What follows belongs to an exercise in optimizing a design on an open flow for small area; a production flow would make more cautious choices.
Only simulation tests tie the RTL to the original design; equivalence was not proved.
Power and IR drop assume default switching activity.

==> run D <==
==> flow/design.v (excerpt) <==
module pe_tile_new_unq1 (
clk_in,
config_addr,
config_data,
config_read,
config_write,
out_BUS1_S0_T0,
in_BUS1_S0_T0,
out_BUS1_S0_T1,
in_BUS1_S0_T1,
out_BUS1_S0_T2,
in_BUS1_S0_T2,
out_BUS1_S0_T3,
in_BUS1_S0_T3,
out_BUS1_S0_T4,
in_BUS1_S0_T4,
out_BUS1_S1_T0,
in_BUS1_S1_T0,
out_BUS1_S1_T1,
in_BUS1_S1_T1,
out_BUS1_S1_T2,
in_BUS1_S1_T2,
out_BUS1_S1_T3,
in_BUS1_S1_T3,
out_BUS1_S1_T4,
in_BUS1_S1_T4,
out_BUS1_S2_T0,
in_BUS1_S2_T0,
out_BUS1_S2_T1,
in_BUS1_S2_T1,
out_BUS1_S2_T2,
in_BUS1_S2_T2,
out_BUS1_S2_T3,
in_BUS1_S2_T3,
out_BUS1_S2_T4,
in_BUS1_S2_T4,
out_BUS1_S3_T0,
in_BUS1_S3_T0,
out_BUS1_S3_T1,
in_BUS1_S3_T1,
out_BUS1_S3_T2,
in_BUS1_S3_T2,
out_BUS1_S3_T3,
in_BUS1_S3_T3,
out_BUS1_S3_T4,
in_BUS1_S3_T4,
out_BUS16_S0_T0,
in_BUS16_S0_T0,
out_BUS16_S0_T1,
in_BUS16_S0_T1,
out_BUS16_S0_T2,
in_BUS16_S0_T2,
out_BUS16_S0_T3,
in_BUS16_S0_T3,
out_BUS16_S0_T4,
in_BUS16_S0_T4,
out_BUS16_S1_T0,
in_BUS16_S1_T0,
out_BUS16_S1_T1,
in_BUS16_S1_T1,
out_BUS16_S1_T2,
in_BUS16_S1_T2,
out_BUS16_S1_T3,
in_BUS16_S1_T3,
out_BUS16_S1_T4,
in_BUS16_S1_T4,
out_BUS16_S2_T0,
in_BUS16_S2_T0,
out_BUS16_S2_T1,
in_BUS16_S2_T1,
out_BUS16_S2_T2,
in_BUS16_S2_T2,
out_BUS16_S2_T3,
in_BUS16_S2_T3,
out_BUS16_S2_T4,
in_BUS16_S2_T4,
out_BUS16_S3_T0,
in_BUS16_S3_T0,
out_BUS16_S3_T1,
in_BUS16_S3_T1,
out_BUS16_S3_T2,
in_BUS16_S3_T2,
out_BUS16_S3_T3,
in_BUS16_S3_T3,
out_BUS16_S3_T4,
in_BUS16_S3_T4,
gin_0,
gin_1,
gin_2,
gin_3,
gout,
reset,
tile_id,
read_data
);
export LEC_CHECK = 0
export CAP_MARGIN = 20
export CORE_MARGIN = 2
export CORE_UTILIZATION = 40
export SLEW_MARGIN = 20
create_clock -name core_clock -period 30.0 [get_ports {clk_in}]
standard.sh (not shown) runs the stock make flow with config.mk's settings and CLKGATE_MAP_FILE= SYNTH_SCRIPT=/design/flow/synth_recipe.tcl, a recipe that flattens the netlist after the stock synthesis.
==> flow/flow/run.sh <==
#!/bin/bash
# Standard ORFS layout (standard.sh, unchanged synthesis), with two changes:
# the port buffers are buf_1 cells, and clock tree synthesis uses smaller
# clock buffers and no dummy loads. Each tool's output is logged under orfs/logs;
# make's own output goes to make.log here.
set -euo pipefail
export BUFFER_PORTS_ARGS="-buffer_cell sky130_fd_sc_hd__buf_1"
export CTS_ARGS="-sink_clustering_enable -repair_clock_nets -dont_use_dummy_load -buf_list sky130_fd_sc_hd__clkbuf_8"
bash standard.sh "BUFFER_PORTS_ARGS=$BUFFER_PORTS_ARGS" "CTS_ARGS=$CTS_ARGS" finish > make.log 2>&1
==> run C: changes against run D <==
==> flow/run.sh (new file) <==
#!/bin/bash
# synth_recipe.tcl (not shown) runs the flow's synth.tcl, then flattens the netlist and writes it again
# the make line also repeats each setting of config.mk as NAME=value (left out here)
make -C /OpenROAD-flow-scripts/flow DESIGN_CONFIG=/design/flow/config.mk WORK_HOME=/design/flow/orfs CLKGATE_MAP_FILE= SYNTH_SCRIPT=/design/flow/synth_recipe.tcl finish
removed: flow/flow/run.sh
removed: flow/standard.sh
==> impl_results.md <==
- Outcome: complete, no violations
- Met2 routed WL: between 100000 and 150000 µm
- Levels on crit path: 44
- Min-delay src: cb_bit1.config_cb[22]
- WL/cell: 44.2 µm
- CP endpoint: out_BUS1_S3_T1[0]
- Min-Delay Endpoint: cb_bit1.config_cb[22]
[end of results for run D]
==> impl_results.md <==
- Min-Delay Endpoint: cb_bit1.config_cb[18]
- WL/cell: around 44 µm
- Outcome: complete, no violations
- Levels on crit path: 45
- CP endpoint: gout
[end of results for run C]

* * *

==> inputs of v30 <==
Another version of the RTL of pe_tile_new_unq1 (not shown whole).
clock: 30.0 ns
lec_check: 0
cap_margin: 20
core_margin: 2
core_utilization: 40
slew_margin: 20
==> flow/flow/run.sh <==
#!/bin/bash
# Standard ORFS layout (standard.sh, unchanged synthesis) with two changes:
# - port buffers are buf_1 cells;
# - clock tree synthesis uses clkbuf_16 buffers, sink clusters of up to 20
#   flip-flops and no dummy loads.
# Each tool's output is logged under orfs/logs; make's own output goes to
# make.log here.
set -euo pipefail
export BUFFER_PORTS_ARGS="-buffer_cell sky130_fd_sc_hd__buf_1"
export CTS_ARGS="-sink_clustering_enable -repair_clock_nets -dont_use_dummy_load -buf_list sky130_fd_sc_hd__clkbuf_16 -sink_clustering_size 20 -sink_clustering_max_diameter 60"
bash standard.sh "BUFFER_PORTS_ARGS=$BUFFER_PORTS_ARGS" "CTS_ARGS=$CTS_ARGS" finish > make.log 2>&1
==> inputs of v34, as changes to v30 <==
- CAP_MARGIN: 20 -> 10
- SLEW_MARGIN: 20 -> 10
==> impl_metrics.py <==
metrics = {
    "run_status": {
        "status": "failed layout checks",
        "violatedChecks": "max-capacitance violations, max-slew violations",
    },
    "layout": {
        "fill_cells": 13619,
        "finish.utilization_pct": 45.3,
        "insertedDiodeCount": 53,
        "finish.net_count": 6150,
    },
    "pwr": {
        "power.density_cell_area_nw_per_um2": 36.0,
        "power_report.internal_total_mw": 1.73,
    },
    "routing": {
        "detailedRoute.firstIterationViolations": 10654,
        "routedWlPerCell_um": 45.9,
    },
    "global_route": {
        "grt_pass1_wl_um": 457000,
        "track_usage_pct": 44.5,
        "grtUsageMet1_pct": 51.5,
        "grt_antenna_before_repair": 79,
    },
    "timing": {
        "worstMarginPinSlew_ps": 1520,
        "finalMaxSlewViolations": 18,
    },
    "job": {
        "max_capacitance_violation_total": 1,
    },
}
-- figures above: v34

==> impl_metrics.py <==
metrics = {
    "layout": {
        "insertedDiodeCount": 45,
        "finish.utilization_pct": 45.3,
        "layout.cells.non_filler": 7468,
        "fill_cells": 13504,
        "finish.net_count": 6151,
    },
    "global_route": {
        "grt_pass1_wl_um": 459000,
        "grtUsageMet1_pct": 51.0,
        "track_usage_pct": 44.7,
        "grt_antenna_before_repair": 76,
    },
    "routing": {
        "detailedRoute.firstIterationViolations": 10533,
    },
    "pwr": {
        "power_report.internal_total_mw": 1.73,
        "power.density_cell_area_nw_per_um2": 36.0,
    },
    "timing": {
        "worstMarginPinSlew_ps": 1380,
    },
    "run_status": {
        "status": "finished clean",
    },
    "placement": {
        "finalWeightedCongestion": 1.06,
    },
    "job": {
        "max_capacitance_violation_total": 0,
    },
}
-- figures above: v30

[what the ideal ports hide]
No port has a modelled driver above. Below, the same layouts with a new extraction and two added sets of constraints. Step 1: set_driving_cell puts a clkbuf_16 on clk_in and a buf_2 on each other input, an assumption about the parent block. Step 2 also shifts input and output timing later by t, the mid clock arrival at the registers, as if the neighbouring blocks saw the same clock. Three values: ideal ports, drivers, drivers and shift; two values: the first two.
| run | t, ns | setup slack, ns | worst setup path at the end | worst data-port slew with drivers (ns) |
|---|---|---|---|---|
| run D | 0.982 | 2.471 / 2.437 / 2.437 | input to output | 0.38 |
| run C | 0.811 | 1.517 / 1.477 / 1.477 | input to output | 0.27 |
| v30 | 0.740 | 2.469 / 2.420 / 2.420 | input to output | 0.52 |
| v34 | 0.750 | 2.813 / 2.765 / 2.765 | input to output | 0.50 |
The setup slack of v30, which loses most, moves by -0.049 ns with the drivers and by -0.049 ns with both steps.
